What follows belongs to an exercise in optimizing a design on an open flow for small area and a short achievable clock period; a production flow would make more cautious choices.
At most, simulation tests tie the RTL to the original design; equivalence was not proved.
Function not checked in run 1: the RTL went through the layout flow alone.
Power is estimated from default activity; no workload was simulated. No driver is modelled on the clock port, so clocking that relies on it looks cheaper here than on a real chip.

## flow/run.sh

```bash
#!/bin/bash
# Layout flow: the standard flow (standard.sh), with two changes:
#  - the port buffers start as buf_2 (repair may still resize them),
#  - clock tree synthesis inserts no dummy loads.
# standard.sh's output goes to standard.log in the work folder; ORFS keeps
# each step's full log under orfs/logs/.
cp standard.sh standard_sh.txt
export BUFFER_PORTS_ARGS="-buffer_cell sky130_fd_sc_hd__buf_2"
export CTS_ARGS="-sink_clustering_enable -repair_clock_nets -sink_clustering_size 30 -sink_clustering_max_diameter 100 -dont_use_dummy_load"
bash standard.sh > standard.log 2>&1
```

## standard.sh

```bash
#!/bin/bash
# synth_recipe.tcl (not shown) runs the flow's synth.tcl, then flattens the netlist and writes it again
# the make line also repeats each setting of config.mk as NAME=value (left out here)
make -C /OpenROAD-flow-scripts/flow DESIGN_CONFIG=/design/flow/config.mk WORK_HOME=/design/flow/orfs CLKGATE_MAP_FILE= SYNTH_SCRIPT=/design/flow/synth_recipe.tcl "${@:-finish}"
```

## config.mk

```make
export PLATFORM = sky130hd
export DESIGN_NAME = top
export DESIGN_NICKNAME = top
export VERILOG_FILES = /design/flow/design.v
export SDC_FILE = /design/flow/constraint.sdc
export NUM_CORES = 4
export LEC_CHECK = 0
export CAP_MARGIN = 20
export CORE_MARGIN = 2
export CORE_UTILIZATION = 40
export CTS_CLUSTER_DIAMETER = 100
export CTS_CLUSTER_SIZE = 30
export PLACE_DENSITY = 0.6
export SETUP_SLACK_MARGIN = 2.8
export SLEW_MARGIN = 20
```

## constraint.sdc

```tcl
create_clock -name core_clock -period 5.0 [get_ports {clk}]
set_input_delay 1.0000 -clock core_clock [delete_from_list [all_inputs] [get_ports {clk}]]
set_output_delay 1.0000 -clock core_clock [all_outputs]
set_load 0.01 [all_outputs]
```

## design.v

```verilog
module PE
#(parameter DATA_WIDTH=8, parameter EARLY=0)
(
    input clk,
    input rst_n,
    input en0,                       
    input en1,                       
    input en2,                       
    input [7:0] data_src,            
    input [7:0] weights_in,          
    output reg [15:0] S,
    output reg [15:0] C,
    output reg ready
);
reg [4:0] cnt;
wire c27 = (cnt == 5'd27);
always @(posedge clk)
begin
    if (en0 & ~c27)
        cnt <= cnt + 1'b1;
    else
        cnt <= 5'd0;
end
wire take_next;
generate
if (EARLY) begin : g_early
    assign take_next = en2 & ~(en1 & en0 & (cnt == 5'd25));
end else begin : g_lag
    assign take_next = en1 & ~(en0 & (cnt == 5'd26));
end
endgenerate
reg [7:0] ag;
reg clr;
always @(posedge clk or negedge rst_n)
begin
    if (!rst_n) begin
        ready <= 1'b0;
        clr <= 1'b1;
        ag <= 8'd0;
    end else begin
        ready <= c27;
        clr <= c27;
        ag <= data_src & {8{take_next}};
    end
end
wire [63:0] pp;
genvar gi, gj;
generate
for (gi = 0; gi < 8; gi = gi + 1) begin : g_pp
    for (gj = 0; gj < 8; gj = gj + 1) begin : g_ppj
        assign pp[gi*8+gj] = ag[gi] & weights_in[gj];
    end
end
endgenerate
wire u1 = pp[6] ^ pp[13];
wire u2 = pp[6] & pp[13];
wire u3 = pp[7] ^ pp[14] ^ pp[21];
wire u4 = (pp[7] & pp[14]) | (pp[7] & pp[21]) | (pp[14] & pp[21]);
wire u5 = pp[28] ^ pp[35];
wire u6 = pp[28] & pp[35];
wire u7 = pp[15] ^ pp[22] ^ pp[29];
wire u8 = (pp[15] & pp[22]) | (pp[15] & pp[29]) | (pp[22] & pp[29]);
wire u9 = pp[36] ^ pp[43];
wire u10 = pp[36] & pp[43];
wire u11 = pp[23] ^ pp[30] ^ pp[37];
wire u12 = (pp[23] & pp[30]) | (pp[23] & pp[37]) | (pp[30] & pp[37]);
wire u13 = pp[4] ^ pp[11];
wire u14 = pp[4] & pp[11];
wire u15 = pp[5] ^ pp[12] ^ pp[19];
wire u16 = (pp[5] & pp[12]) | (pp[5] & pp[19]) | (pp[12] & pp[19]);
wire u17 = pp[26] ^ pp[33];
wire u18 = pp[26] & pp[33];
wire u19 = u1 ^ pp[20] ^ pp[27];
wire u20 = (u1 & pp[20]) | (u1 & pp[27]) | (pp[20] & pp[27]);
wire u21 = pp[34] ^ pp[41] ^ pp[48];
wire u22 = (pp[34] & pp[41]) | (pp[34] & pp[48]) | (pp[41] & pp[48]);
wire u23 = u3 ^ u5 ^ pp[42];
wire u24 = (u3 & u5) | (u3 & pp[42]) | (u5 & pp[42]);
wire u25 = pp[49] ^ pp[56] ^ u2;
wire u26 = (pp[49] & pp[56]) | (pp[49] & u2) | (pp[56] & u2);
wire u27 = u7 ^ u9 ^ pp[50];
wire u28 = (u7 & u9) | (u7 & pp[50]) | (u9 & pp[50]);
wire u29 = pp[57] ^ u4 ^ u6;
wire u30 = (pp[57] & u4) | (pp[57] & u6) | (u4 & u6);
wire u31 = u11 ^ pp[44] ^ pp[51];
wire u32 = (u11 & pp[44]) | (u11 & pp[51]) | (pp[44] & pp[51]);
wire u33 = pp[58] ^ u8 ^ u10;
wire u34 = (pp[58] & u8) | (pp[58] & u10) | (u8 & u10);
wire u35 = pp[31] ^ pp[38] ^ pp[45];
wire u36 = (pp[31] & pp[38]) | (pp[31] & pp[45]) | (pp[38] & pp[45]);
wire u37 = pp[52] ^ pp[59] ^ u12;
wire u38 = (pp[52] & pp[59]) | (pp[52] & u12) | (pp[59] & u12);
wire u39 = pp[39] ^ pp[46] ^ pp[53];
wire u40 = (pp[39] & pp[46]) | (pp[39] & pp[53]) | (pp[46] & pp[53]);
wire u41 = pp[3] ^ pp[10];
wire u42 = pp[3] & pp[10];
wire u43 = u13 ^ pp[18] ^ pp[25];
wire u44 = (u13 & pp[18]) | (u13 & pp[25]) | (pp[18] & pp[25]);
wire u45 = u15 ^ u17 ^ pp[40];
wire u46 = (u15 & u17) | (u15 & pp[40]) | (u17 & pp[40]);
wire u47 = u19 ^ u21 ^ u16;
wire u48 = (u19 & u21) | (u19 & u16) | (u21 & u16);
wire u49 = u23 ^ u25 ^ u20;
wire u50 = (u23 & u25) | (u23 & u20) | (u25 & u20);
wire u51 = u27 ^ u29 ^ u24;
wire u52 = (u27 & u29) | (u27 & u24) | (u29 & u24);
wire u53 = u31 ^ u33 ^ u28;
wire u54 = (u31 & u33) | (u31 & u28) | (u33 & u28);
wire u55 = u35 ^ u37 ^ u32;
wire u56 = (u35 & u37) | (u35 & u32) | (u37 & u32);
wire u57 = u39 ^ pp[60] ^ u36;
wire u58 = (u39 & pp[60]) | (u39 & u36) | (pp[60] & u36);
wire u59 = pp[47] ^ pp[54] ^ pp[61];
wire u60 = (pp[47] & pp[54]) | (pp[47] & pp[61]) | (pp[54] & pp[61]);
wire [39:0] m_n;
assign m_n[0] = pp[0];
assign m_n[1] = pp[1];
assign m_n[2] = pp[8];
assign m_n[3] = pp[2];
assign m_n[4] = pp[9];
assign m_n[5] = pp[16];
assign m_n[6] = u41;
assign m_n[7] = pp[17];
assign m_n[8] = pp[24];
assign m_n[9] = u43;
assign m_n[10] = pp[32];
assign m_n[11] = u42;
assign m_n[12] = u45;
assign m_n[13] = u14;
assign m_n[14] = u44;
assign m_n[15] = u47;
assign m_n[16] = u18;
assign m_n[17] = u46;
assign m_n[18] = u49;
assign m_n[19] = u22;
assign m_n[20] = u48;
assign m_n[21] = u51;
assign m_n[22] = u26;
assign m_n[23] = u50;
assign m_n[24] = u53;
assign m_n[25] = u30;
assign m_n[26] = u52;
assign m_n[27] = u55;
assign m_n[28] = u34;
assign m_n[29] = u54;
assign m_n[30] = u57;
assign m_n[31] = u38;
assign m_n[32] = u56;
assign m_n[33] = u59;
assign m_n[34] = u40;
assign m_n[35] = u58;
assign m_n[36] = pp[55];
assign m_n[37] = pp[62];
assign m_n[38] = u60;
assign m_n[39] = pp[63];
reg [39:0] M;
always @(posedge clk)
    M <= m_n;
wire [15:0] s0 = clr ? 16'd0 : S;
wire [15:0] c0 = clr ? 16'd0 : C;
wire t1 = M[3] ^ M[4];
wire t2 = M[3] & M[4];
wire t3 = M[6] ^ M[7] ^ M[8];
wire t4 = (M[6] & M[7]) | (M[6] & M[8]) | (M[7] & M[8]);
wire t5 = M[9] ^ M[10] ^ M[11];
wire t6 = (M[9] & M[10]) | (M[9] & M[11]) | (M[10] & M[11]);
wire t7 = M[12] ^ M[13] ^ M[14];
wire t8 = (M[12] & M[13]) | (M[12] & M[14]) | (M[13] & M[14]);
wire t9 = M[15] ^ M[16] ^ M[17];
wire t10 = (M[15] & M[16]) | (M[15] & M[17]) | (M[16] & M[17]);
wire t11 = M[18] ^ M[19] ^ M[20];
wire t12 = (M[18] & M[19]) | (M[18] & M[20]) | (M[19] & M[20]);
wire t13 = M[21] ^ M[22] ^ M[23];
wire t14 = (M[21] & M[22]) | (M[21] & M[23]) | (M[22] & M[23]);
wire t15 = M[24] ^ M[25] ^ M[26];
wire t16 = (M[24] & M[25]) | (M[24] & M[26]) | (M[25] & M[26]);
wire t17 = M[27] ^ M[28] ^ M[29];
wire t18 = (M[27] & M[28]) | (M[27] & M[29]) | (M[28] & M[29]);
wire t19 = M[30] ^ M[31] ^ M[32];
wire t20 = (M[30] & M[31]) | (M[30] & M[32]) | (M[31] & M[32]);
wire t21 = M[33] ^ M[34] ^ M[35];
wire t22 = (M[33] & M[34]) | (M[33] & M[35]) | (M[34] & M[35]);
wire t23 = M[36] ^ M[37] ^ M[38];
wire t24 = (M[36] & M[37]) | (M[36] & M[38]) | (M[37] & M[38]);
wire t25 = M[1] ^ M[2];
wire t26 = M[1] & M[2];
wire t27 = t1 ^ M[5] ^ s0[2];
wire t28 = (t1 & M[5]) | (t1 & s0[2]) | (M[5] & s0[2]);
wire t29 = t3 ^ s0[3] ^ c0[3];
wire t30 = (t3 & s0[3]) | (t3 & c0[3]) | (s0[3] & c0[3]);
wire t31 = t5 ^ s0[4] ^ c0[4];
wire t32 = (t5 & s0[4]) | (t5 & c0[4]) | (s0[4] & c0[4]);
wire t33 = t7 ^ s0[5] ^ c0[5];
wire t34 = (t7 & s0[5]) | (t7 & c0[5]) | (s0[5] & c0[5]);
wire t35 = t9 ^ s0[6] ^ c0[6];
wire t36 = (t9 & s0[6]) | (t9 & c0[6]) | (s0[6] & c0[6]);
wire t37 = t11 ^ s0[7] ^ c0[7];
wire t38 = (t11 & s0[7]) | (t11 & c0[7]) | (s0[7] & c0[7]);
wire t39 = t13 ^ s0[8] ^ c0[8];
wire t40 = (t13 & s0[8]) | (t13 & c0[8]) | (s0[8] & c0[8]);
wire t41 = t15 ^ s0[9] ^ c0[9];
wire t42 = (t15 & s0[9]) | (t15 & c0[9]) | (s0[9] & c0[9]);
wire t43 = t17 ^ s0[10] ^ c0[10];
wire t44 = (t17 & s0[10]) | (t17 & c0[10]) | (s0[10] & c0[10]);
wire t45 = t19 ^ s0[11] ^ c0[11];
wire t46 = (t19 & s0[11]) | (t19 & c0[11]) | (s0[11] & c0[11]);
wire t47 = t21 ^ s0[12] ^ c0[12];
wire t48 = (t21 & s0[12]) | (t21 & c0[12]) | (s0[12] & c0[12]);
wire t49 = t23 ^ s0[13] ^ c0[13];
wire t50 = (t23 & s0[13]) | (t23 & c0[13]) | (s0[13] & c0[13]);
wire t51 = M[39] ^ s0[14] ^ c0[14];
wire t52 = (M[39] & s0[14]) | (M[39] & c0[14]) | (s0[14] & c0[14]);
wire t53 = M[0] ^ s0[0];
wire t54 = M[0] & s0[0];
wire t55 = t25 ^ s0[1] ^ c0[1];
wire t56 = (t25 & s0[1]) | (t25 & c0[1]) | (s0[1] & c0[1]);
wire t57 = t27 ^ c0[2] ^ t26;
wire t58 = (t27 & c0[2]) | (t27 & t26) | (c0[2] & t26);
wire t59 = t29 ^ t2 ^ t28;
wire t60 = (t29 & t2) | (t29 & t28) | (t2 & t28);
wire t61 = t31 ^ t4 ^ t30;
wire t62 = (t31 & t4) | (t31 & t30) | (t4 & t30);
wire t63 = t33 ^ t6 ^ t32;
wire t64 = (t33 & t6) | (t33 & t32) | (t6 & t32);
wire t65 = t35 ^ t8 ^ t34;
wire t66 = (t35 & t8) | (t35 & t34) | (t8 & t34);
wire t67 = t37 ^ t10 ^ t36;
wire t68 = (t37 & t10) | (t37 & t36) | (t10 & t36);
wire t69 = t39 ^ t12 ^ t38;
wire t70 = (t39 & t12) | (t39 & t38) | (t12 & t38);
wire t71 = t41 ^ t14 ^ t40;
wire t72 = (t41 & t14) | (t41 & t40) | (t14 & t40);
wire t73 = t43 ^ t16 ^ t42;
wire t74 = (t43 & t16) | (t43 & t42) | (t16 & t42);
wire t75 = t45 ^ t18 ^ t44;
wire t76 = (t45 & t18) | (t45 & t44) | (t18 & t44);
wire t77 = t47 ^ t20 ^ t46;
wire t78 = (t47 & t20) | (t47 & t46) | (t20 & t46);
wire t79 = t49 ^ t22 ^ t48;
wire t80 = (t49 & t22) | (t49 & t48) | (t22 & t48);
wire t81 = t51 ^ t24 ^ t50;
wire t82 = (t51 & t24) | (t51 & t50) | (t24 & t50);
wire t83 = s0[15] ^ c0[15] ^ t52;
wire t84 = (s0[15] & c0[15]) | (s0[15] & t52) | (c0[15] & t52);
wire [15:0] s_n = {t83, t81, t79, t77, t75, t73, t71, t69, t67, t65, t63, t61, t59, t57, t55, t53};
wire [15:0] c_n = {t82, t80, t78, t76, t74, t72, t70, t68, t66, t64, t62, t60, t58, t56, t54, c0[0]};
always @(posedge clk)
begin
    S <= s_n;
    C <= c_n;
end
endmodule
module input_bus
#(parameter BUS_WIDTH=8, parameter DTAPS=3)
(
    input clk,
    input rst_n,
    input en,
    input [BUS_WIDTH-1:0] data,
    output reg [2:0] en_l,
    output [DTAPS*BUS_WIDTH-1:0] data_l
);
always @(posedge clk or negedge rst_n)
begin
    if (!rst_n)
        en_l <= 3'b000;
    else
        en_l <= {en_l[1:0], en};
end
reg [DTAPS*BUS_WIDTH-1:0] d;
generate
if (DTAPS > 1) begin : g_chain
    always @(posedge clk)
        d <= {d[(DTAPS-1)*BUS_WIDTH-1:0], data};
end else begin : g_one
    always @(posedge clk)
        d <= data;
end
endgenerate
assign data_l = d;
endmodule
module obuffer
#(parameter DATA_WIDTH=8)
(
    input clk,
    input rst_n,
    input p0_ready,
    input p1_ready,
    input p2_ready,
    input [2*DATA_WIDTH-1:0] p0_s,
    input [2*DATA_WIDTH-1:0] p0_c,
    input [2*DATA_WIDTH-1:0] p1_s,
    input [2*DATA_WIDTH-1:0] p1_c,
    input [2*DATA_WIDTH-1:0] p2_s,
    input [2*DATA_WIDTH-1:0] p2_c,
    output reg empty,
    output reg full,
    input rd_en,
    output reg [2*DATA_WIDTH-1:0] data_rdout,
    output reg errout
);
localparam DW2 = 2*DATA_WIDTH;
reg [DW2-1:0] mem [0:8];
reg [3:0] wr_addr, count;
reg [8:0] rd_oh;                     
wire any = p0_ready | p1_ready | p2_ready;
wire two = (p0_ready & p1_ready) | (p0_ready & p2_ready) | (p1_ready & p2_ready);
wire wr = any & ~full;
wire rd = rd_en & ~empty;
wire [DW2-1:0] ss = ({DW2{p0_ready}} & p0_s) | ({DW2{p1_ready}} & p1_s) | ({DW2{p2_ready}} & p2_s);
wire [DW2-1:0] cc = ({DW2{p0_ready}} & p0_c) | ({DW2{p1_ready}} & p1_c) | ({DW2{p2_ready}} & p2_c);
reg [DATA_WIDTH:0] plo;
reg [DATA_WIDTH-1:0] phs, phc;
reg [3:0] pend_addr;
reg pend;
always @(posedge clk)
begin
    plo <= ss[DATA_WIDTH-1:0] + cc[DATA_WIDTH-1:0];
    phs <= ss[DW2-1:DATA_WIDTH];
    phc <= cc[DW2-1:DATA_WIDTH];
    pend_addr <= wr_addr;
end
wire [DATA_WIDTH-1:0] phi = phs + phc + plo[DATA_WIDTH];
wire [DW2-1:0] pdata = {phi, plo[DATA_WIDTH-1:0]};
always @(posedge clk)
    if (pend)
        mem[pend_addr] <= pdata;
wire hit = pend & rd_oh[pend_addr];
reg [DW2-1:0] rmem;
integer k;
always @(*) begin
    rmem = {DW2{1'b0}};
    for (k = 0; k < 9; k = k + 1)
        rmem = rmem | ({DW2{rd_oh[k]}} & mem[k]);
end
wire [DW2-1:0] rdata = hit ? pdata : rmem;
wire [3:0] count_inc = count + 1'b1;
wire [3:0] count_dec = count - 1'b1;
wire [3:0] count_n = wr ? count_inc : count;
wire [3:0] count_r = empty ? count_n : (wr ? count : count_dec);
wire empty_n = wr ? 1'b0 : empty;
wire empty_r = empty ? empty_n : (wr ? 1'b0 : (count == 4'd1));
wire full_n = wr ? (count == 4'd8) : full;
wire full_r = empty ? full_n : 1'b0;
always @(posedge clk or negedge rst_n)
begin
    if (!rst_n) begin
        wr_addr <= 4'd0;
        rd_oh <= 9'd1;
        count <= 4'd0;
        empty <= 1'b1;
        full <= 1'b0;
        errout <= 1'b0;
        pend <= 1'b0;
        data_rdout <= 'd0;
    end else begin
        pend <= wr & ~two;
        if (wr)
            wr_addr <= (wr_addr == 4'd8) ? 4'd0 : wr_addr + 1'b1;
        if (rd) begin
            rd_oh <= {rd_oh[7:0], rd_oh[8]};
            data_rdout <= rdata;
        end
        if (wr & two)
            errout <= 1'b1;
        count <= rd_en ? count_r : count_n;
        empty <= rd_en ? empty_r : empty_n;
        full <= rd_en ? full_r : full_n;
    end
end
endmodule
module top(
    clk,
    rst_n,
    ifm0,
    ifm1,
    ifm2,
    ifm0_en,
    ifm1_en,
    ifm2_en,
    w0,
    w1,
    w2,
    w0_en,
    w1_en,
    w2_en,
    obf0_rd_en,
    obf1_rd_en,
    obf2_rd_en,
    obf0_empty,
    obf1_empty,
    obf2_empty,
    obf0_full,
    obf1_full,
    obf2_full,
    obf0_err,
    obf1_err,
    obf2_err,
    obf0_out,
    obf1_out,
    obf2_out
);
parameter DATA_WIDTH=8;
input clk,rst_n;
input ifm0_en,ifm1_en,ifm2_en;
input w0_en,w1_en,w2_en;
input [DATA_WIDTH-1:0] ifm0,ifm1,ifm2;
input [DATA_WIDTH-1:0] w0,w1,w2;
input obf0_rd_en,obf1_rd_en,obf2_rd_en;
output obf0_empty,obf1_empty,obf2_empty;
output obf0_full,obf1_full,obf2_full;
output obf0_err,obf1_err,obf2_err;
output [2*DATA_WIDTH-1:0] obf0_out,obf1_out,obf2_out;
localparam DW = DATA_WIDTH;
wire [2:0] fen [0:2];
wire [2:0] wen [0:2];
wire [DW-1:0] ifm_in [0:2];
wire [DW-1:0] w_in [0:2];
wire ifm_en_in [0:2];
wire w_en_in [0:2];
assign ifm_in[0] = ifm0; assign ifm_in[1] = ifm1; assign ifm_in[2] = ifm2;
assign w_in[0] = w0; assign w_in[1] = w1; assign w_in[2] = w2;
assign ifm_en_in[0] = ifm0_en; assign ifm_en_in[1] = ifm1_en; assign ifm_en_in[2] = ifm2_en;
assign w_en_in[0] = w0_en; assign w_en_in[1] = w1_en; assign w_en_in[2] = w2_en;
wire [3:0] fe [0:2];
wire [3:0] we [0:2];
wire [3*DW-1:0] fdx [0:2];
wire [4*DW-1:0] wd [0:2];
genvar i, j;
generate
for (i = 0; i < 3; i = i + 1) begin : g_bus
    wire [(i == 0 ? 2 : 1)*DW-1:0] fd;
    wire [3*DW-1:0] wdt;
    input_bus #(.BUS_WIDTH(DW), .DTAPS(i == 0 ? 2 : 1)) ifm_bus (
        .clk(clk), .rst_n(rst_n), .en(ifm_en_in[i]), .data(ifm_in[i]),
        .en_l(fen[i]), .data_l(fd));
    input_bus #(.BUS_WIDTH(DW), .DTAPS(i == 0 ? 3 : 2)) w_bus (
        .clk(clk), .rst_n(rst_n), .en(w_en_in[i]), .data(w_in[i]),
        .en_l(wen[i]), .data_l(wdt[(i == 0 ? 3 : 2)*DW-1:0]));
    if (i != 0) begin : g_pad
        assign wdt[3*DW-1:2*DW] = {DW{1'b0}};
        assign fdx[i] = {{DW{1'b0}}, fd, ifm_in[i]};
    end else begin : g_nopad
        assign fdx[i] = {fd, ifm_in[i]};
    end
    assign fe[i] = {fen[i], ifm_en_in[i]};
    assign we[i] = {wen[i], w_en_in[i]};
    assign wd[i] = {wdt, w_in[i]};
end
endgenerate
wire [2*DW-1:0] pe_s [0:8];
wire [2*DW-1:0] pe_c [0:8];
wire [8:0] pe_rdy;
generate
for (i = 0; i < 3; i = i + 1) begin : g_row
    for (j = 0; j < 3; j = j + 1) begin : g_col
        localparam E = (i > 0) && (j > 0);
        wire e0 = fe[i][j+1] & we[j][i+1];
        wire e1 = fe[i][j] & we[j][i];
        wire e2 = fe[i][E ? j-1 : 0] & we[j][E ? i-1 : 0];
        PE #(.DATA_WIDTH(DW), .EARLY(E)) pe (
            .clk(clk),
            .rst_n(rst_n),
            .en0(e0),
            .en1(e1),
            .en2(e2),
            .data_src(fdx[i][(E ? j-1 : j)*DW +: DW]),
            .weights_in(wd[j][(E ? i : i+1)*DW +: DW]),
            .S(pe_s[3*i+j]),
            .C(pe_c[3*i+j]),
            .ready(pe_rdy[3*i+j])
        );
    end
end
endgenerate
obuffer #(.DATA_WIDTH(DW)) obf0(
    .clk(clk), .rst_n(rst_n),
    .p0_ready(pe_rdy[0]), .p1_ready(pe_rdy[3]), .p2_ready(pe_rdy[6]),
    .p0_s(pe_s[0]), .p0_c(pe_c[0]), .p1_s(pe_s[3]), .p1_c(pe_c[3]),
    .p2_s(pe_s[6]), .p2_c(pe_c[6]),
    .empty(obf0_empty), .full(obf0_full), .rd_en(obf0_rd_en),
    .data_rdout(obf0_out), .errout(obf0_err)
);
obuffer #(.DATA_WIDTH(DW)) obf1(
    .clk(clk), .rst_n(rst_n),
    .p0_ready(pe_rdy[1]), .p1_ready(pe_rdy[4]), .p2_ready(pe_rdy[7]),
    .p0_s(pe_s[1]), .p0_c(pe_c[1]), .p1_s(pe_s[4]), .p1_c(pe_c[4]),
    .p2_s(pe_s[7]), .p2_c(pe_c[7]),
    .empty(obf1_empty), .full(obf1_full), .rd_en(obf1_rd_en),
    .data_rdout(obf1_out), .errout(obf1_err)
);
obuffer #(.DATA_WIDTH(DW)) obf2(
    .clk(clk), .rst_n(rst_n),
    .p0_ready(pe_rdy[2]), .p1_ready(pe_rdy[5]), .p2_ready(pe_rdy[8]),
    .p0_s(pe_s[2]), .p0_c(pe_c[2]), .p1_s(pe_s[5]), .p1_c(pe_c[5]),
    .p2_s(pe_s[8]), .p2_c(pe_c[8]),
    .empty(obf2_empty), .full(obf2_full), .rd_en(obf2_rd_en),
    .data_rdout(obf2_out), .errout(obf2_err)
);
endmodule
```

==> metrics.csv, run 1 <==
metric,value,unit
vias in the first global route,38450,
Sw Ratio,28.66,%
maximum clock insertion buffer count,3,
crit path to,obf0_empty,
synthesized area per cell,12.75,um^2
DR vias/cell,4.901,
sequential share of power,59.8,%
die width,406.3,um
Netlist cell types,65,
Synth async-reset ratio,14.50,%
die area,0.1651,mm^2
placed insts,7223,
CP peak stage delay,0.57,ns
GP Congestion,0.8217,
relative slew slack,29.26,%
DRT Wirelength,147.5,mm
Setup crit end kind,primary output,
effective utilization at floorplan,40.31,%
max-cap viol count,0,
initial antenna violation count,16,
worst reg2reg endpoint,obf1.plo[7]$_DFF_P_,
worst setup margin,2.592,ns
DRT Pass-1 Iters,9,
Power Internal,17.78,mW
IO Pins,116,
Congestion Overflow GR,0,
# setup viols final,0,
syn nets,5855,
synthesis-stage register bit count,1510,
outcome,timing/DRC/antenna clean,
CTS tree,done,
cts bufs inserted,58,
Clock power frac,22.9,%
worst skew pair latency,0.74,ns
DP Worst Slack,2.135,ns
Max Clock Skew,0.08534,ns
port bufs,115,
wire per inst,19.69,um
largest net degree at the start of global routing,87,
fillers,14480,
nets@finish,6105,
worst r2r src,g_row[0].g_col[1].pe.ready$_DFF_PN0_,
Detail Placement HPWL,101.1,mm
fin util,44.82,%
"CTS clk-pin slew, worst paths",0.11,ns
FP Rows,147,
Worst Hold Slack,0.3257,ns
Register-to-Register Path Depth,9,
"EDFF count, synth",432,
depth of the CTS H-tree,2,
Worst Path Required,4.00,ns
Post-Syn Area,0.06473,mm^2
"Seq/Total Area, Yosys",55.11,%
top_reg_cell synth,dfxtp_1,
Final Slew Violations,0,
crit path launch type,register,
Die Y,406.3,um
Peak VDD IR,296.0,uV
vias post-DR,36710,
setup_tns,0,ns
final hold violations,0,
Max Freq,415.3,MHz
clock root cell,clkbuf_16,
Core Area,0.1606,mm^2
Comb pwr share,17.3,%
Post-route DRC,0,
share of cells above drive strength 1,13.62,%
"Max FO, Critical Path",2,
worst-margin pin slew,1.061,ns
drt initial violations,2775,
min Tclk post-route,2.408,ns
LEAKAGE,31.51,nW
number of cells on the critical path,1,
"Cell Count, Final, Fillers Out",7490,
CP top delay family,flip-flops,
R2R setup slack,2.66,ns
crit path DAT,1.41,ns
CTS Hold Bufs,0,
Mapped Cells,5076,
antenna-violating nets left,0,
Worst Hold Class,in2async,
clock sink count,1510,
Synth Warn #,7,
Power Density,346.3,mW/mm^2
RSZ-0062 raised after global routing,yes,
GRT Total Usage,17.97,%
Synth-to-Final Area Change,11.18,%
first-pass GRT wire length,227.7,mm
Final period util,48.16,%
Crit Path Category,reg2out,
Worst Setup SP,obf0.empty$_DFF_PN1_,
crit path max-delay cell type,dfstp_2,
CP cell instances,buf_6,
Crit path buffers/inverters,1,
Switch Pwr,7.143,mW
==> cell usage after synthesis, drive strengths merged, types with 19 or more instances <==
master | instances | share of area [%]
a21oi | 43 | 0.33
a221oi | 49 | 0.66
a222oi | 141 | 2.2
a22o | 42 | 0.57
a22oi | 59 | 0.70
and2 | 456 | 4.4
buf | 39 | 0.38
clkbuf | 126 | 0.73
dfrtp | 204 | 7.9
dfxtp | 859 | 27
edfxtp | 432 | 20
fa | 567 | 18
ha | 153 | 3.0
inv | 677 | 3.9
mux2i | 38 | 0.59
nand2 | 376 | 2.2
nand2b | 234 | 2.3
nand3 | 67 | 0.52
nor2 | 129 | 0.75
nor2b | 53 | 0.51
nor3 | 19 | 0.15
o21ai | 75 | 0.60
xnor2 | 56 | 0.76
xor2 | 31 | 0.42
==> placed cells by master (no fill, tap or decap), drive strengths merged, types with 8 or more instances in the layout <==
master	instances
o31ai	8
or2	11
nor3	19
a222oi	141
nor2	129
inv	677
o21ai	75
a22oi	59
nand2b	234
and4b	8
a21oi	43
a221oi	49
buf	343
a31oi	9
a21o	9
nand2	376
xor2	31
mux2i	38
nand3	67
dfstp	15
clkbuf	62
dfxtp	859
and2	457
nor2b	53
fa	567
a22o	42
xnor2	57
ha	153
dfrtp	204
edfxtp	432
o21bai	8
==> metal layers <==
metal,vias to the layer above,global-route usage (%),part of all wire [%]
met5,-,0,0.016
met4,4,3.881,2.1
met3,150,2.739,5.5
met2,878,30.12,48
met1,18710,24.66,44
li1,16960,-,-
==> cell type report <==
class	count	area, um^2	area share (%)
Sequential cell	1510	35920	49.91
Multi-Input combinational cell	2728	26460	36.77
Timing Repair Buffer	351	2870	3.988
Tap cell	2160	2703	3.755
Inverter	677	2541	3.531
Clock buffer	58	1451	2.017
Antenna cell	6	15.01	0.02086
==> cells by family (layout without fill, tap and decap cells) <==
group	count (synthesis)	count (layout)	synth area share (%)
flip-flops	1510	1510	55.11
AND/OR/NAND/NOR	1393	1395	11.47
buffers and inverters	842	1086	5.039
adder cells (fa/ha/maj)	720	720	20.49
AO/OA/AOI/OAI	477	478	5.861
XOR/XNOR	87	88	1.177
multiplexers	47	47	0.8544
other	0	6	0
==> worst min-delay path by stage <==
stage,from,endpoint,slack (ns)
CTS,w0[3],g_bus[0].w_bus.d[3]$_DFF_P_,0.30
floorplan,g_bus[0].ifm_bus.d[2]$_DFF_P_,g_bus[0].ifm_bus.d[10]$_DFF_P_,0.32
global placement,g_bus[2].w_bus.en_l[1]$_DFF_PN0_,g_bus[2].w_bus.en_l[2]$_DFF_PN0_,0.40
finish,rst_n,obf1.data_rdout[0]$_DFFE_PN0P_,0.33
detailed placement,g_bus[1].ifm_bus.en_l[1]$_DFF_PN0_,g_bus[1].ifm_bus.en_l[2]$_DFF_PN0_,0.40
global route,w0[3],g_bus[0].w_bus.d[3]$_DFF_P_,0.31
==> registers in the layout (all words and copies together) (netlist names), 32 cells and up <==
register            flops
obf2.mem              144
g_bus.ifm_bus.d        32
g_row.g_col.pe.ag      72
g_row.g_col.pe.cnt     45
g_row.g_col.pe.M      360
g_row.g_col.pe.C      135
g_row.g_col.pe.S      144
obf1.mem              144
obf0.mem              144
g_bus.w_bus.d          56
==> stage by stage <==
| step | power [mW] | area, um^2 |
|---|---|---|
| 6_report | 24.92 | 71970 |
| 3_3_place_gp | 19.16 | 67700 |
| 2_1_floorplan | 17.89 | 64880 |
| 4_1_cts | 25.22 | 70660 |
| 5_1_grt | 26.59 | 71950 |
| 3_5_place_dp | 19.46 | 67710 |
==> power groups by stage <==
| stage | combinational (mW) | clock [mW] | sequential, mW |
|---|---|---|---|
| detailed placement | 4.27 | 0 | 15.2 |
| CTS | 4.39 | 5.92 | 14.9 |
| global route | 5.28 | 6.29 | 15.0 |
| finish | 4.32 | 5.71 | 14.9 |
| floorplan | 3.21 | 0 | 14.7 |
| global placement | 3.98 | 0 | 15.2 |
==> what timing repair did <==
item | in CTS | in global routing
gates cloned | 5 | 4
pin swaps | 31 | 86
setup endpoints to repair | 344 | 292
setup buffers | 110 | 83
resized for setup | 185 | 176
==> inputs of run 2 (changes only) <==
--- a/design.v
+++ b/design.v
@@ -293,7 +293,7 @@
     input [2*DATA_WIDTH-1:0] p1_c,
     input [2*DATA_WIDTH-1:0] p2_s,
     input [2*DATA_WIDTH-1:0] p2_c,
-    output reg empty,
+    output empty,
     output reg full,
     input rd_en,
     output reg [2*DATA_WIDTH-1:0] data_rdout,
@@ -302,6 +302,8 @@
 localparam DW2 = 2*DATA_WIDTH;
 reg [DW2-1:0] mem [0:8];
 reg [3:0] wr_addr, count;
+reg ne;
+assign empty = ~ne;
 reg [8:0] rd_oh;                     
 wire any = p0_ready | p1_ready | p2_ready;
 wire two = (p0_ready & p1_ready) | (p0_ready & p2_ready) | (p1_ready & p2_ready);
@@ -348,7 +350,7 @@
         wr_addr <= 4'd0;
         rd_oh <= 9'd1;
         count <= 4'd0;
-        empty <= 1'b1;
+        ne <= 1'b0;
         full <= 1'b0;
         errout <= 1'b0;
         pend <= 1'b0;
@@ -364,7 +366,7 @@
         if (wr & two)
             errout <= 1'b1;
         count <= rd_en ? count_r : count_n;
-        empty <= rd_en ? empty_r : empty_n;
+        ne <= ~(rd_en ? empty_r : empty_n);
         full <= rd_en ? full_r : full_n;
     end
 end
==> flow/run.sh (replaced) <==
#!/bin/bash
# Layout flow: the standard flow (standard.sh), with two changes:
#  - the port buffers start as buf_2 (repair may still resize them),
#  - clock tree synthesis inserts no dummy loads and uses clkbuf_8 below
#    its root buffer.
# standard.sh's output goes to standard.log in the work folder; ORFS keeps
# each step's full log under orfs/logs/.
cp standard.sh standard_sh.txt
export BUFFER_PORTS_ARGS="-buffer_cell sky130_fd_sc_hd__buf_2"
export CTS_ARGS="-sink_clustering_enable -repair_clock_nets -root_buf sky130_fd_sc_hd__clkbuf_16 -buf_list sky130_fd_sc_hd__clkbuf_8 -sink_clustering_size 20 -sink_clustering_max_diameter 80 -dont_use_dummy_load"
bash standard.sh > standard.log 2>&1
--- a/config.mk
+++ b/config.mk
@@ -11,5 +11,5 @@
 export CTS_CLUSTER_DIAMETER = 100
 export CTS_CLUSTER_SIZE = 30
 export PLACE_DENSITY = 0.6
-export SETUP_SLACK_MARGIN = 2.8
+export SETUP_SLACK_MARGIN = 2.6
 export SLEW_MARGIN = 20
==> run 2 against run 1 <==
Effect of this change:
- critical path depth is 8 higher
- synthesized area is 0.20% lower
- flip-flop and latch count stayed put
- clock power is 3% lower
- combinational power is 4.9% lower
- highest routed layer is now met4
- die area is 0.20% lower
==> metrics.csv, run 2 <==
metric,value,unit
Synth area leader,dfxtp_1,
LEAKAGE,30.56,nW
Worst Path Required,5.58,ns
synthesized area per cell,12.85,um^2
port bufs,115,
FP Rows,147,
largest net degree at the start of global routing,88,
"CTS clk-pin slew, worst paths",0.11,ns
fillers,14770,
Detail Placement HPWL,101.4,mm
drt initial violations,2930,
GP Congestion,0.8088,
Worst Setup SP,g_row[0].g_col[1].pe.ready$_DFF_PN0_,
GRT Total Usage,17.83,%
vias in the first global route,38300,
initial antenna violation count,15,
Reg area,0.03578,mm^2
Netlist cell types,65,
"commonest non-fill, non-tap cell in the layout",dfxtp_1,
cts bufs inserted,93,
Setup crit end kind,register,
Synth-to-Final Area Change,8.648,%
Final period util,48.06,%
worst r2r src,g_row[0].g_col[1].pe.ready$_DFF_PN0_,
CTS Hold Bufs,0,
most frequent cells in the layout,"dfxtp_1 (837), inv_1 (680), fa_1 (562), and2_1 (448), edfxtp_1 (432)",
share of cells above drive strength 1,9.740,%
Biggest register,g_row.g_col.pe.M,
die area,0.1647,mm^2
wire per inst,19.60,um
Multi-input gate area,0.02605,mm^2
Post-Syn Area,0.06460,mm^2
nets@finish,5966,
top_reg_cell synth,dfxtp_1,
Post-route DRC,0,
# setup viols final,0,
"EDFF count, synth",432,
outcome,timing/DRC/antenna clean,
CTS tree,done,
synthesis-stage register bit count,1510,
Max Freq,416.1,MHz
vias post-DR,36400,
clock root cell,clkbuf_16,
Power Density,349.9,mW/mm^2
effective utilization at floorplan,40.28,%
DR vias/cell,4.953,
Congestion Overflow GR,0,
maximum clock insertion buffer count,3,
Die Y,405.9,um
largest cells by area after synthesis,"dfxtp_1 (27%), edfxtp_1 (20%), fa_1 (18%)",
Max Clock Skew,0.08689,ns
max reg flops,360,
DRT Pass-1 Iters,9,
final hold violations,0,
relative slew slack,27.85,%
top-area cell type share of the netlist area,26.62,%
syn nets,5806,
max-cap viol count,0,
Synth async-reset ratio,14.50,%
Crit Path Category,reg2reg,
worst skew pair latency,0.69,ns
setup_tns,0,ns
Core Area,0.1604,mm^2
Peak VDD IR,221.6,uV
min Tclk post-route,2.403,ns
Mapped Cells,5027,
antenna-violating nets left,0,
clock sink count,1510,
Worst Hold Class,in2async,
Worst Hold Slack,0.2653,ns
crit path DAT,2.98,ns
die width,405.9,um
top-count cell post-synth,dfxtp_1,
DRT Wirelength,144.0,mm
synth cell count leaders,"dfxtp_1 (859), inv_1 (682), fa_1 (567)",
Synth Warn #,7,
RSZ-0062 raised after global routing,yes,
first-pass GRT wire length,226.0,mm
"Seq/Total Area, Yosys",55.21,%
depth of the CTS H-tree,3,
crit path launch type,register,
IO Pins,116,
"Max FO, Critical Path",6,
worst-margin pin slew,1.082,ns
Final Slew Violations,0,
## run 2: kinds of logic (layout without fill, tap and decap cells)
group | Yosys count | count (layout) | synth area share, %
XOR/XNOR | 82 | 82 | 1.112
adder cells (fa/ha/maj) | 720 | 720 | 20.54
AO/OA/AOI/OAI | 489 | 490 | 6.014
other | 0 | 4 | 0
flip-flops | 1510 | 1510 | 55.21
buffers and inverters | 845 | 1002 | 4.974
AND/OR/NAND/NOR | 1326 | 1326 | 11.16
multiplexers | 55 | 55 | 0.9898
## run 2: final timing paths
kind                                                         end  slack (ns)  cells past startpoint
worst min register to register    g_bus[0].ifm_bus.d[12]$_DFF_P_        0.41                      0
worst min-delay path                   obf2.rd_oh[8]$_DFFE_PN0P_        0.27                      1
min in group core_clock              g_bus[0].w_bus.d[7]$_DFF_P_        0.40                      1
max in group asynchronous       g_bus[0].w_bus.en_l[0]$_DFF_PN0_        3.63                      2
worst max register to register               obf1.plo[7]$_DFF_P_        2.60                      9
worst max-delay path                         obf1.plo[7]$_DFF_P_        2.60                      9
## run 2: routing by layer
metal,vias to the layer above,wire [um],GRT usage [%]
li1,16670,-,-
met1,18690,66230,25.66
met2,852,66350,28.25
met3,192,7937,2.664
met4,0,3520,4.585
met5,-,0,0
## run 2: stage by stage
stage	total power, mW	worst slack, ns	area, um^2	util, %	std cells
after floorplan	17.84	2.600	64670	-	5027
after global placement	19.11	1.999	67660	42.19	7181
after detailed placement	19.35	1.875	67660	42.19	7181
after CTS	24.88	2.600	69570	43.38	7299
after global routing	26.32	2.412	70170	43.75	7345
final	24.55	2.597	70180	43.76	7349
## run 2: report_power, final
| part | internal, mW | switching, mW |
|---|---|---|
| Combinational | 1.73 | 2.38 |
| Clock | 1.85 | 3.67 |
| Sequential | 13.9 | 1.07 |
| Total | 17.4 | 7.12 |
## run 2: area by class of cell
class,instances,area share (%)
timing repair buffer,227,2.423
sequential,1510,50.98
antenna,4,0.01426
tap,2160,3.851
inverter,682,3.648
clock buffer,93,1.968
multi-input combinational,2673,37.12
## run 2: critical path: stages, from the launching register on
cell and delay (ns):
dfrtp_4 0.53, buf_4 0.15, a222oi_1 0.32, inv_1 0.14, fa_2 0.41, a21o_1 0.17, a21oi_2 0.18, o21bai_1 0.12
a21oi_2 0.15, xnor2_1 0.13
## run 2: what timing repair did
action	4_1_cts	5_1_grt
gates cloned	4	3
endpoints found under the setup margin	160	126
pin swaps	16	27
resized for setup	68	79
buffers inserted	21	43
==> inputs of run 3 (changes only) <==
--- a/design.v
+++ b/design.v
@@ -311,19 +311,20 @@
 wire rd = rd_en & ~empty;
 wire [DW2-1:0] ss = ({DW2{p0_ready}} & p0_s) | ({DW2{p1_ready}} & p1_s) | ({DW2{p2_ready}} & p2_s);
 wire [DW2-1:0] cc = ({DW2{p0_ready}} & p0_c) | ({DW2{p1_ready}} & p1_c) | ({DW2{p2_ready}} & p2_c);
-reg [DATA_WIDTH:0] plo;
-reg [DATA_WIDTH-1:0] phs, phc;
+localparam LO = 6;                   
+reg [LO:0] plo;
+reg [DW2-LO-1:0] phs, phc;
 reg [3:0] pend_addr;
 reg pend;
 always @(posedge clk)
 begin
-    plo <= ss[DATA_WIDTH-1:0] + cc[DATA_WIDTH-1:0];
-    phs <= ss[DW2-1:DATA_WIDTH];
-    phc <= cc[DW2-1:DATA_WIDTH];
+    plo <= ss[LO-1:0] + cc[LO-1:0];
+    phs <= ss[DW2-1:LO];
+    phc <= cc[DW2-1:LO];
     pend_addr <= wr_addr;
 end
-wire [DATA_WIDTH-1:0] phi = phs + phc + plo[DATA_WIDTH];
-wire [DW2-1:0] pdata = {phi, plo[DATA_WIDTH-1:0]};
+wire [DW2-LO-1:0] phi = phs + phc + plo[LO];
+wire [DW2-1:0] pdata = {phi, plo[LO-1:0]};
 always @(posedge clk)
     if (pend)
         mem[pend_addr] <= pdata;
==> flow/run.sh (replaced) <==
#!/bin/bash
# Layout flow: the standard flow (standard.sh), with two changes:
#  - the port buffers start as buf_2 (repair may still resize them),
#  - clock tree synthesis inserts no dummy loads.
# standard.sh's output goes to standard.log in the work folder; ORFS keeps
# each step's full log under orfs/logs/.
cp standard.sh standard_sh.txt
export BUFFER_PORTS_ARGS="-buffer_cell sky130_fd_sc_hd__buf_2"
export CTS_ARGS="-sink_clustering_enable -repair_clock_nets -sink_clustering_size 30 -sink_clustering_max_diameter 100 -dont_use_dummy_load"
bash standard.sh > standard.log 2>&1
--- a/config.mk
+++ b/config.mk
@@ -11,5 +11,5 @@
 export CTS_CLUSTER_DIAMETER = 100
 export CTS_CLUSTER_SIZE = 30
 export PLACE_DENSITY = 0.6
-export SETUP_SLACK_MARGIN = 2.6
+export SETUP_SLACK_MARGIN = 2.8
 export SLEW_MARGIN = 20
==> run 3 against run 2 <==
Effect of this change:
- worst setup slack improved by 0.063 ns
- combinational power rose by 5.1%
- utilization rose by 1.4 points
- flip-flop and latch count rose by 6
- clock power rose by 4.7%
- still clean on timing, DRC and antenna
- clock skew fell by 0.0020 ns
- highest routed layer unchanged
- die area fell by 1.5%
- largest power group unchanged
==> metrics.csv, run 3 <==
metric,value,unit
Register-to-Register Path Depth,10,
Synth area leader,dfxtp_1,
setup_tns,0,ns
largest net degree at the start of global routing,81,
effective utilization at floorplan,40.22,%
wire per inst,20.18,um
GP Congestion,0.7936,
Final period util,46.80,%
Worst Hold Slack,0.1656,ns
Die Y,402.8,um
Reg area,0.03604,mm^2
"Cell Area, Placed",0.06672,mm^2
RSZ-0062 raised after global routing,yes,
# setup viols final,0,
clock sink count,1516,
fin util,45.13,%
CTS tree,done,
CP cell instances,buf_2,
Worst Hold Class,in2async,
DR vias/cell,5.044,
min Tclk post-route,2.340,ns
Post-Syn Area,0.06362,mm^2
max reg flops,360,
Peak VDD IR,293.0,uV
"Max FO, Critical Path",2,
die width,402.8,um
syn nets,5550,
die area,0.1623,mm^2
Worst Path Required,4.00,ns
Synth async-reset ratio,14.45,%
Setup crit end kind,primary output,
Mapped Cells,4771,
met2 usage,28.82,%
Max Freq,427.3,MHz
CTS Hold Bufs,0,
outcome,timing/DRC/antenna clean,
Biggest register,g_row.g_col.pe.M,
main combinational cell family by area after synthesis,adder cells,
worst r2r src,obf2.plo[6]$_DFF_P_,
GRT Total Usage,17.63,%
clock root cell,clkbuf_16,
Synth-to-Final Area Change,12.22,%
crit path DAT,1.34,ns
Crit Path Category,reg2out,
worst reg2reg endpoint,obf2.data_rdout[12]$_DFFE_PN0P_,
simple-gate portion of the synthesized area,11.11,%
CP top delay family,flip-flops,
port bufs,115,
Final Slew Violations,0,
Max Clock Skew,0.08492,ns
share of cells above drive strength 1,14.74,%
"commonest non-fill, non-tap cell in the layout",dfxtp_1,
initial antenna violation count,12,
first-pass GRT wire length,223.5,mm
DRT Wirelength,143.8,mm
post-synthesis compound-gate area fraction,6.238,%
worst-margin pin slew,1.141,ns
top_reg_cell synth,dfxtp_1,
vias in the first global route,37700,
worst skew pair latency,0.73,ns
Netlist cell types,71,
DRT Pass-1 Iters,8,
GR Layer Usage met1,25.53,%
Congestion Overflow GR,0,
cts bufs inserted,60,
relative slew slack,23.38,%
DP Worst Slack,2.183,ns
drt initial violations,2873,
nets@finish,5834,
Core Area,0.1582,mm^2
top-area cell type share of the netlist area,27.22,%
Post-route DRC,0,
CP peak stage delay,0.45,ns
top-count cell post-synth,dfxtp_1,
"EDFF count, synth",432,
"Seq/Total Area, Yosys",56.25,%
Detail Placement HPWL,97.21,mm
antenna-violating nets left,0,
maximum clock insertion buffer count,3,
max-cap viol count,0,
R2R setup slack,2.69,ns
IO Pins,116,
Post-Synth XOR/XNOR Area,1.225,%
most frequent cells in the layout,"dfxtp_1 (828), fa_1 (549), edfxtp_1 (432), inv_1 (414), and2_1 (411)",
Crit path buffers/inverters,1,
fraction of the mapped netlist area in adder cells,20.85,%
worst setup margin,2.660,ns
fillers,14180,
final hold violations,0,
FP Rows,146,
synth cell count leaders,"dfxtp_1 (865), fa_1 (567), edfxtp_1 (432)",
Final Cell Area,0.07139,mm^2
"CTS clk-pin slew, worst paths",0.11,ns
Multi-input gate area,0.02670,mm^2
vias post-DR,35950,
LEAKAGE,30.02,nW
largest cells by area after synthesis,"dfxtp_1 (27%), edfxtp_1 (20%), fa_1 (18%)",
depth of the CTS H-tree,2,
crit path max-delay cell type,dfrtp_1,
crit path launch type,register,
synthesized area per cell,13.33,um^2
GRT Max-Usage Layer,met2,
Power Density,349.9,mW/mm^2
post-synthesis mux area share,0.8142,%
Synth Warn #,7,
GR met3 Demand/Resource,1.796,%
synthesis-stage register bit count,1516,
[run 3: cells by family after synthesis]
kind of cell,count (synthesis)
fa+ha+maj,720
buf+inv,583
flops,1516
compound gates,501
xor+xnor,89
mux,44
simple gates,1318
[run 3: what timing repair did]
item                                    4_1_cts  5_1_grt
endpoints found under the setup margin      446      366
pin swaps                                    42       95
buffers inserted                            105      103
gates cloned                                  7        3
gates resized for setup                     202      192
endpoints found under the hold margin         0        0
[run 3: how the worst max path moves through the flow]
stage                                    startpoint                               to  slack (ns)  cells past startpoint
floorplan                 obf1.pend_addr[1]$_DFF_P_         obf1.mem[0][0]$_DFFE_PP_        2.45                      2
global placement          obf0.rd_oh[6]$_DFFE_PN0P_  obf0.data_rdout[14]$_DFFE_PN0P_        2.25                      6
detailed placement                       obf0_rd_en        obf0.count[3]$_DFFE_PN0P_        2.18                      6
CTS                 obf2.data_rdout[11]$_DFFE_PN0P_                     obf2_out[11]        2.58                      1
global route        obf2.data_rdout[11]$_DFFE_PN0P_                     obf2_out[11]        2.60                      1
finish              obf2.data_rdout[11]$_DFFE_PN0P_                     obf2_out[11]        2.66                      1
[run 3: report_power, final]
group / internal [mW] / switching, mW / leakage, nW
Combinational: 2.08 / 2.24 / 16.1
Clock: 2.15 / 3.63 / 0.739
Sequential: 13.9 / 0.958 / 13.2
[run 3: area by class of cell]
class / count / share of cell area [%]
diodes: 2 / 0.007010
well taps: 2072 / 3.631
flip-flops and latches: 1516 / 50.47
multi-input cells: 2681 / 37.40
repair buffers: 375 / 4.168
inverters: 421 / 2.213
clock buffers: 60 / 2.103
[run 3: layer usage]
metal  vias to the layer above  part of all wire, %
met5                         -                    0
met4                         0                  2.1
met3                       151                  4.7
met2                       802                   47
met1                     18550                   46
li1                      16450                    -
[run 3: stage by stage]
| stage | instances | total power, mW |
|---|---|---|
| 6_report | 7127 | 24.98 |
| 5_1_grt | 7125 | 26.57 |
| 4_1_cts | 7019 | 25.27 |
| 3_5_place_dp | 6847 | 19.40 |
| 3_3_place_gp | 6847 | 19.19 |
| 2_1_floorplan | 4771 | 17.97 |
==> inputs of run 4 (changes only) <==
--- a/config.mk
+++ b/config.mk
@@ -11,5 +11,5 @@
 export CTS_CLUSTER_DIAMETER = 100
 export CTS_CLUSTER_SIZE = 30
 export PLACE_DENSITY = 0.6
-export SETUP_SLACK_MARGIN = 2.8
+export SETUP_SLACK_MARGIN = 2.5
 export SLEW_MARGIN = 20
==> run 4 against run 3 <==
Effect of this change:
- global-route usage fell by 0.12 points
- final area fell by 4.0%
- combinational power fell by 4%
- synthesized area did not move
- fmax fell by 7.7%
- critical path type is now reg2reg
- critical endpoint is now obf0.data_rdout[14]$_DFFE_PN0P_
- worst setup slack got worse by 0.20 ns
- sequential power barely moved
- critical path depth rose by 8
==> metrics.csv, run 4 <==
metric,value,unit
Biggest register,g_row.g_col.pe.M,
Detail Placement HPWL,98.02,mm
"Cell Count, Final, Fillers Out",6928,
top-count cell post-synth,dfxtp_1,
maximum clock insertion buffer count,3,
crit path DAT,3.21,ns
DR vias/cell,5.072,
CTS Hold Bufs,0,
Comb pwr share,16.8,%
relative slew slack,30.22,%
Final period util,50.73,%
DP Worst Slack,2.192,ns
nets@finish,5634,
largest net degree at the start of global routing,84,
most frequent cells in the layout,"dfxtp_1 (854), fa_1 (564), edfxtp_1 (432), and2_1 (425), inv_1 (421)",
Die Y,402.8,um
Synth async-reset ratio,14.45,%
LEAKAGE,28.82,nW
Power Internal,18.03,mW
synthesis-stage register bit count,1516,
Max Clock Skew,0.1003,ns
Final Slew Violations,0,
die area,0.1623,mm^2
Worst Hold Class,in2async,
syn nets,5550,
placed insts,6854,
Power Density,362.3,mW/mm^2
first-pass GRT wire length,221.8,mm
antenna-violating nets left,0,
GRT Total Usage,17.51,%
Post-Syn Area,0.06362,mm^2
largest cells by area after synthesis,"dfxtp_1 (27%), edfxtp_1 (20%), fa_1 (18%)",
worst setup margin,2.463,ns
CTS tree,done,
setup_tns,0,ns
worst-margin pin slew,1.043,ns
Crit Path Category,reg2reg,
top_reg_cell synth,dfxtp_1,
Peak VDD IR,240.7,uV
outcome,timing/DRC/antenna clean,
Setup crit end kind,register,
effective utilization at floorplan,40.22,%
Clock power frac,23.1,%
Core Area,0.1582,mm^2
Worst Path Required,5.67,ns
"Seq/Total Area, Yosys",56.25,%
die width,402.8,um
Post-route DRC,0,
Sw Ratio,27.39,%
sequential share of power,60.1,%
worst skew pair latency,0.72,ns
clock root cell,clkbuf_16,
DRT Wirelength,139.6,mm
FP Rows,146,
crit path launch type,register,
DRT Pass-1 Iters,8,
initial antenna violation count,15,
cts bufs inserted,59,
# setup viols final,0,
"Cell Area, Placed",0.06670,mm^2
final hold violations,0,
top-area cell type share of the netlist area,27.22,%
Netlist cell types,71,
worst reg2reg endpoint,obf0.data_rdout[14]$_DFFE_PN0P_,
Synth Warn #,7,
"EDFF count, synth",432,
vias in the first global route,37070,
wire per inst,20.14,um
Mapped Cells,4771,
Switch Pwr,6.800,mW
worst r2r src,obf0.phc[0]$_DFF_P_,
Congestion Overflow GR,0,
max-cap viol count,0,
"commonest non-fill, non-tap cell in the layout",dfxtp_1,
clock sink count,1516,
"Max FO, Critical Path",5,
min Tclk post-route,2.537,ns
Final Cell Area,0.06854,mm^2
share of cells above drive strength 1,7.480,%
IO Pins,116,
synthesized area per cell,13.33,um^2
depth of the CTS H-tree,2,
vias post-DR,35140,
GP Congestion,0.8267,
Max Freq,394.2,MHz
overall power,24.83,mW
drt initial violations,2955,
port bufs,115,
Register-to-Register Path Depth,9,
"CTS clk-pin slew, worst paths",0.11,ns
Synth area leader,dfxtp_1,
RSZ-0062 raised after global routing,yes,
max reg flops,360,
synth cell count leaders,"dfxtp_1 (865), fa_1 (567), edfxtp_1 (432)",
Synth-to-Final Area Change,7.725,%
R2R setup slack,2.46,ns
==> run 4: cell counts after synthesis <==
No cell type changed its count.
==> run 4: per-stage QoR <==
step	utilization (%)	hold WS, ns
CTS	43.14	0.2257
global route	43.32	0.2608
global placement	42.16	0.4153
detailed placement	42.16	0.4191
finish	43.32	0.2524
floorplan	-	0.3230
==> run 4: layout make-up <==
class | count | area [um^2]
multi-input combinational | 2674 | 25940
tap | 2072 | 2592
clock buffer | 59 | 1476
antenna | 3 | 7.507
timing repair buffer | 183 | 1124
inverter | 421 | 1580
fill | 14410 | 89660
sequential | 1516 | 35820
==> run 4: routing by layer <==
layer | part of all wire, % | wire (um) | global-route usage [%] | up-vias
met5 | 0.015 | 21 | 0 | -
met4 | 1.7 | 2434 | 3.253 | 4
met3 | 5.0 | 6938 | 1.955 | 129
met2 | 46 | 64850 | 28.19 | 761
met1 | 47 | 65310 | 25.78 | 18220
li1 | - | - | - | 16030
==> run 4: repair_timing <==
action                     in CTS  in global routing
resized for setup              17                 44
setup buffers                   0                 10
setup endpoints to repair      91                152
gates cloned                    0                  2
pin swaps                       0                 15
==> run 4: kinds of logic after synthesis <==
kind of cell | Yosys count | share of synthesized area, %
AO/OA/AOI/OAI | 501 | 6.238
XOR/XNOR | 89 | 1.225
AND/OR/NAND/NOR | 1318 | 11.11
buffers and inverters | 583 | 3.516
flip-flops | 1516 | 56.25
adder cells (fa/ha/maj) | 720 | 20.85
multiplexers | 44 | 0.8142
==> run 4: power by group through the flow <==
stage / registers (mW) / logic (mW) / clock network (mW)
floorplan: 14.7 / 3.28 / 0
global placement: 15.2 / 4.02 / 0
detailed placement: 15.2 / 4.23 / 0
global route: 15.1 / 4.97 / 6.34
finish: 14.9 / 4.16 / 5.73
CTS: 14.9 / 4.30 / 5.96
==> run 4: how the worst max path moves through the flow <==
stage,from,slack [ns],to
floorplan,obf1.pend_addr[1]$_DFF_P_,2.45,obf1.mem[0][0]$_DFFE_PP_
global placement,obf0.rd_oh[7]$_DFFE_PN0P_,2.26,obf0.data_rdout[14]$_DFFE_PN0P_
detailed placement,obf0.rd_oh[7]$_DFFE_PN0P_,2.19,obf0.data_rdout[10]$_DFFE_PN0P_
CTS,obf1.phc[0]$_DFF_P_,2.49,obf1.data_rdout[12]$_DFFE_PN0P_
global route,obf0.phc[0]$_DFF_P_,2.41,obf0.data_rdout[14]$_DFFE_PN0P_
finish,obf0.phc[0]$_DFF_P_,2.46,obf0.data_rdout[14]$_DFFE_PN0P_
==> run 4: worst max-delay path: stages, from the launching register on <==
cell and delay (ns):
dfxtp_1 0.33, fa_1 0.47, fa_1 0.47, a211oi_2 0.24
o21ai_0 0.16, a31oi_2 0.21, buf_4 0.18, xnor2_2 0.19
nand3_1 0.12, nand3_1 0.11
==> inputs of run 5 (changes only) <==
--- a/config.mk
+++ b/config.mk
@@ -11,5 +11,5 @@
 export CTS_CLUSTER_DIAMETER = 100
 export CTS_CLUSTER_SIZE = 30
 export PLACE_DENSITY = 0.6
-export SETUP_SLACK_MARGIN = 2.5
+export SETUP_SLACK_MARGIN = 2.7
 export SLEW_MARGIN = 20
==> run 5 against run 4 <==
Effect of this change:
- still clean on timing, DRC and antenna
- worst setup slack improved by 0.20 ns
- clock power rose by 0.9%
- cell count rose by 1.3%
- utilization rose by 0.80 points
- register-to-register slack improved by 0.20 ns
- via count rose by 0.94%
- sequential share of layout area fell by 0.75 points
- critical path depth rose by 1
- routed wire length rose by 1.7%
- critical path type unchanged
==> metrics.csv, run 5 <==
metric,value,unit
final hold violations,0,
CP cell instances,inv_2 > fa_2 > fa_2 > nor2b_2 > o31a_1 > o21a_1 > nor2_2 > xnor2_2 > buf_6 > a311o_1,
Mapped Cells,4771,
# setup viols final,0,
fraction of the mapped netlist area in adder cells,20.85,%
Netlist cell types,71,
Post-Synth XOR/XNOR Area,1.225,%
Biggest register,g_row.g_col.pe.M,
GRT Total Usage,17.43,%
Register-to-Register Path Depth,10,
Congestion Overflow GR,0,
worst skew pair latency,0.72,ns
largest net degree at the start of global routing,79,
initial antenna violation count,13,
GP Congestion,0.8273,
top-count cell post-synth,dfxtp_1,
main combinational cell family by area after synthesis,adder cells,
die width,402.8,um
Post-Syn Area,0.06362,mm^2
antenna-violating nets left,0,
Max Clock Skew,0.1130,ns
wire per inst,20.23,um
Worst Path Required,5.62,ns
"Max FO, Critical Path",5,
setup_tns,0,ns
share of cells above drive strength 1,11.17,%
"Cell Count, Final, Fillers Out",7020,
Die Y,402.8,um
nets@finish,5723,
Final Slew Violations,0,
Crit Path Category,reg2reg,
depth of the CTS H-tree,2,
worst-margin pin slew,1.058,ns
crit path DAT,2.96,ns
port bufs,115,
LEAKAGE,29.33,nW
most frequent cells in the layout,"dfxtp_1 (835), fa_1 (558), edfxtp_1 (432), and2_1 (426), inv_1 (417)",
vias in the first global route,37110,
post-synthesis mux area share,0.8142,%
synthesis-stage register bit count,1516,
maximum clock insertion buffer count,3,
clock root cell,clkbuf_16,
die area,0.1623,mm^2
cts bufs inserted,60,
simple-gate portion of the synthesized area,11.11,%
CP peak stage delay,0.40,ns
max-cap viol count,0,
drt initial violations,2974,
Synth Warn #,7,
RSZ-0062 raised after global routing,yes,
outcome,timing/DRC/antenna clean,
min Tclk post-route,2.336,ns
Synth-to-Final Area Change,9.715,%
Post-route DRC,0,
Crit path top cell by count,fa_2,
post-synthesis compound-gate area fraction,6.238,%
largest cells by area after synthesis,"dfxtp_1 (27%), edfxtp_1 (20%), fa_1 (18%)",
Synth async-reset ratio,14.45,%
Worst Hold Class,in2async,
relative slew slack,29.25,%
Synth area leader,dfxtp_1,
first-pass GRT wire length,219.7,mm
Peak VDD IR,274.2,uV
crit path launch type,register,
crit path max-delay cell type,fa_2,
effective utilization at floorplan,40.22,%
FP Rows,146,
"Seq/Total Area, Yosys",56.25,%
top-area cell type share of the netlist area,27.22,%
Power Density,356.8,mW/mm^2
Setup crit end kind,register,
synth cell count leaders,"dfxtp_1 (865), fa_1 (567), edfxtp_1 (432)",
vias post-DR,35470,
DRT Wirelength,142.0,mm
Max Freq,428.1,MHz
placed insts,6847,
"EDFF count, synth",432,
"CTS clk-pin slew, worst paths",0.11,ns
Final period util,46.72,%
Core Area,0.1582,mm^2
fillers,14350,
CTS tree,done,
clock sink count,1516,
R2R setup slack,2.66,ns
DRT Pass-1 Iters,8,
synthesized area per cell,13.33,um^2
Detail Placement HPWL,97.74,mm
IO Pins,116,
CTS Hold Bufs,0,
top_reg_cell synth,dfxtp_1,
"commonest non-fill, non-tap cell in the layout",dfxtp_1,
DR vias/cell,5.053,
max reg flops,360,
syn nets,5550,
[run 5: cell counts after synthesis]
No cell type changed its count.
[run 5: repair_timing]
action | in CTS | in global routing
pin swaps | 14 | 36
endpoints found under the setup margin | 360 | 235
cloned | 3 | 5
endpoints found under the hold margin | 0 | 0
setup buffers | 36 | 62
resized for setup | 119 | 106
[run 5: cell families after synthesis]
family | Yosys count
simple gates | 1318
buf+inv | 583
compound gates | 501
mux | 44
fa+ha+maj | 720
flops | 1516
xor+xnor | 89
[run 5: critical path, delay by kind of cell, from the launching register on]
family                     cells  cell delay [ns]
and+or+nand+nor                2             0.19
adders and majority gates      2             0.78
DFF                            1             0.34
xor gates and xnor gates       1             0.15
AOI/OAI and AO/OA              3             0.60
buffers and inverters          2             0.17
[run 5: final timing paths]
check / startpoint / end
max: obf2.phc[0]$_DFF_P_ / obf2.data_rdout[12]$_DFFE_PN0P_
min: rst_n / obf2.rd_oh[2]$_DFFE_PN0P_
max reg2reg: obf2.phc[0]$_DFF_P_ / obf2.data_rdout[12]$_DFFE_PN0P_
min reg2reg: g_bus[1].ifm_bus.en_l[1]$_DFF_PN0_ / g_bus[1].ifm_bus.en_l[2]$_DFF_PN0_
max in group asynchronous: rst_n / obf1.rd_oh[3]$_DFFE_PN0P_
min in group core_clock: w0[0] / g_bus[0].w_bus.d[0]$_DFF_P_
[run 5: area by class of cell]
type,count,area [um^2],share of cell area (%)
multi-input cells,2677,26150,37.47
flip-flops and latches,1516,35950,51.51
diodes,6,15.01,0.02151
repair buffers,268,2007,2.875
clock buffers,60,1501,2.151
inverters,421,1580,2.264
well taps,2072,2592,3.714
[run 5: where the power goes]
group	internal [mW]	switching, mW
Combinational	2.02	2.20
Clock	2.15	3.63
Sequential	13.9	0.983
[run 5: layer usage]
metal | global-route usage, % | wire (um) | share of wire (%) | up-vias
li1 | - | - | - | 16190
met1 | 25.02 | 64910 | 46 | 18300
met2 | 27.92 | 66050 | 47 | 815
met3 | 2.399 | 7517 | 5.3 | 158
met4 | 4.462 | 3451 | 2.4 | 8
met5 | 0 | 58 | 0.041 | -
[run 5: metrics by stage]
step	util (%)	instance area (um^2)	worst slack [ns]	power, mW	hold slack, ns
floorplan	-	63670	2.452	17.97	0.3230
global placement	42.15	66680	2.250	19.20	0.4088
detailed placement	42.15	66680	2.185	19.38	0.4107
CTS	43.51	68830	2.515	25.21	0.1736
global route	44.12	69790	2.552	26.50	0.1812
finish	44.12	69800	2.664	24.91	0.1724

static timing again, ports no longer ideal:
No port has a modelled driver above. Below, the same layouts with a new extraction and two added sets of constraints.
Step 1, drivers: a clkbuf_16 drives clk and a buf_2 each remaining input, both assumed.
Step 2 times the ports against the registers' clock, not the clock port: input delays grow and output delays shrink by t, the midpoint of the rising clock arrivals with the driver on.
Three values: no drivers, after step 1, after step 2; two values: the first two.
run | t (ns) | slack for setup (ns) | worst data-port slew with drivers (ns) | pins driven straight from the clock port
run 1 | 0.773 | 2.592 / 2.513 / 2.600 | 0.22 | 1
run 2 | 0.736 | 2.597 / 2.597 / 2.525 | 0.18 | 1
run 3 | 0.762 | 2.660 / 2.585 / 2.554 | 0.15 | 1
run 4 | 0.766 | 2.463 / 2.463 / 2.463 | 0.19 | 1
run 5 | 0.748 | 2.664 / 2.592 / 2.494 | 0.19 | 1
After both steps every run listed still meets setup and hold. The setup slack of run 5, which loses most, moves by -0.072 ns with the drivers and by -0.170 ns with both steps.
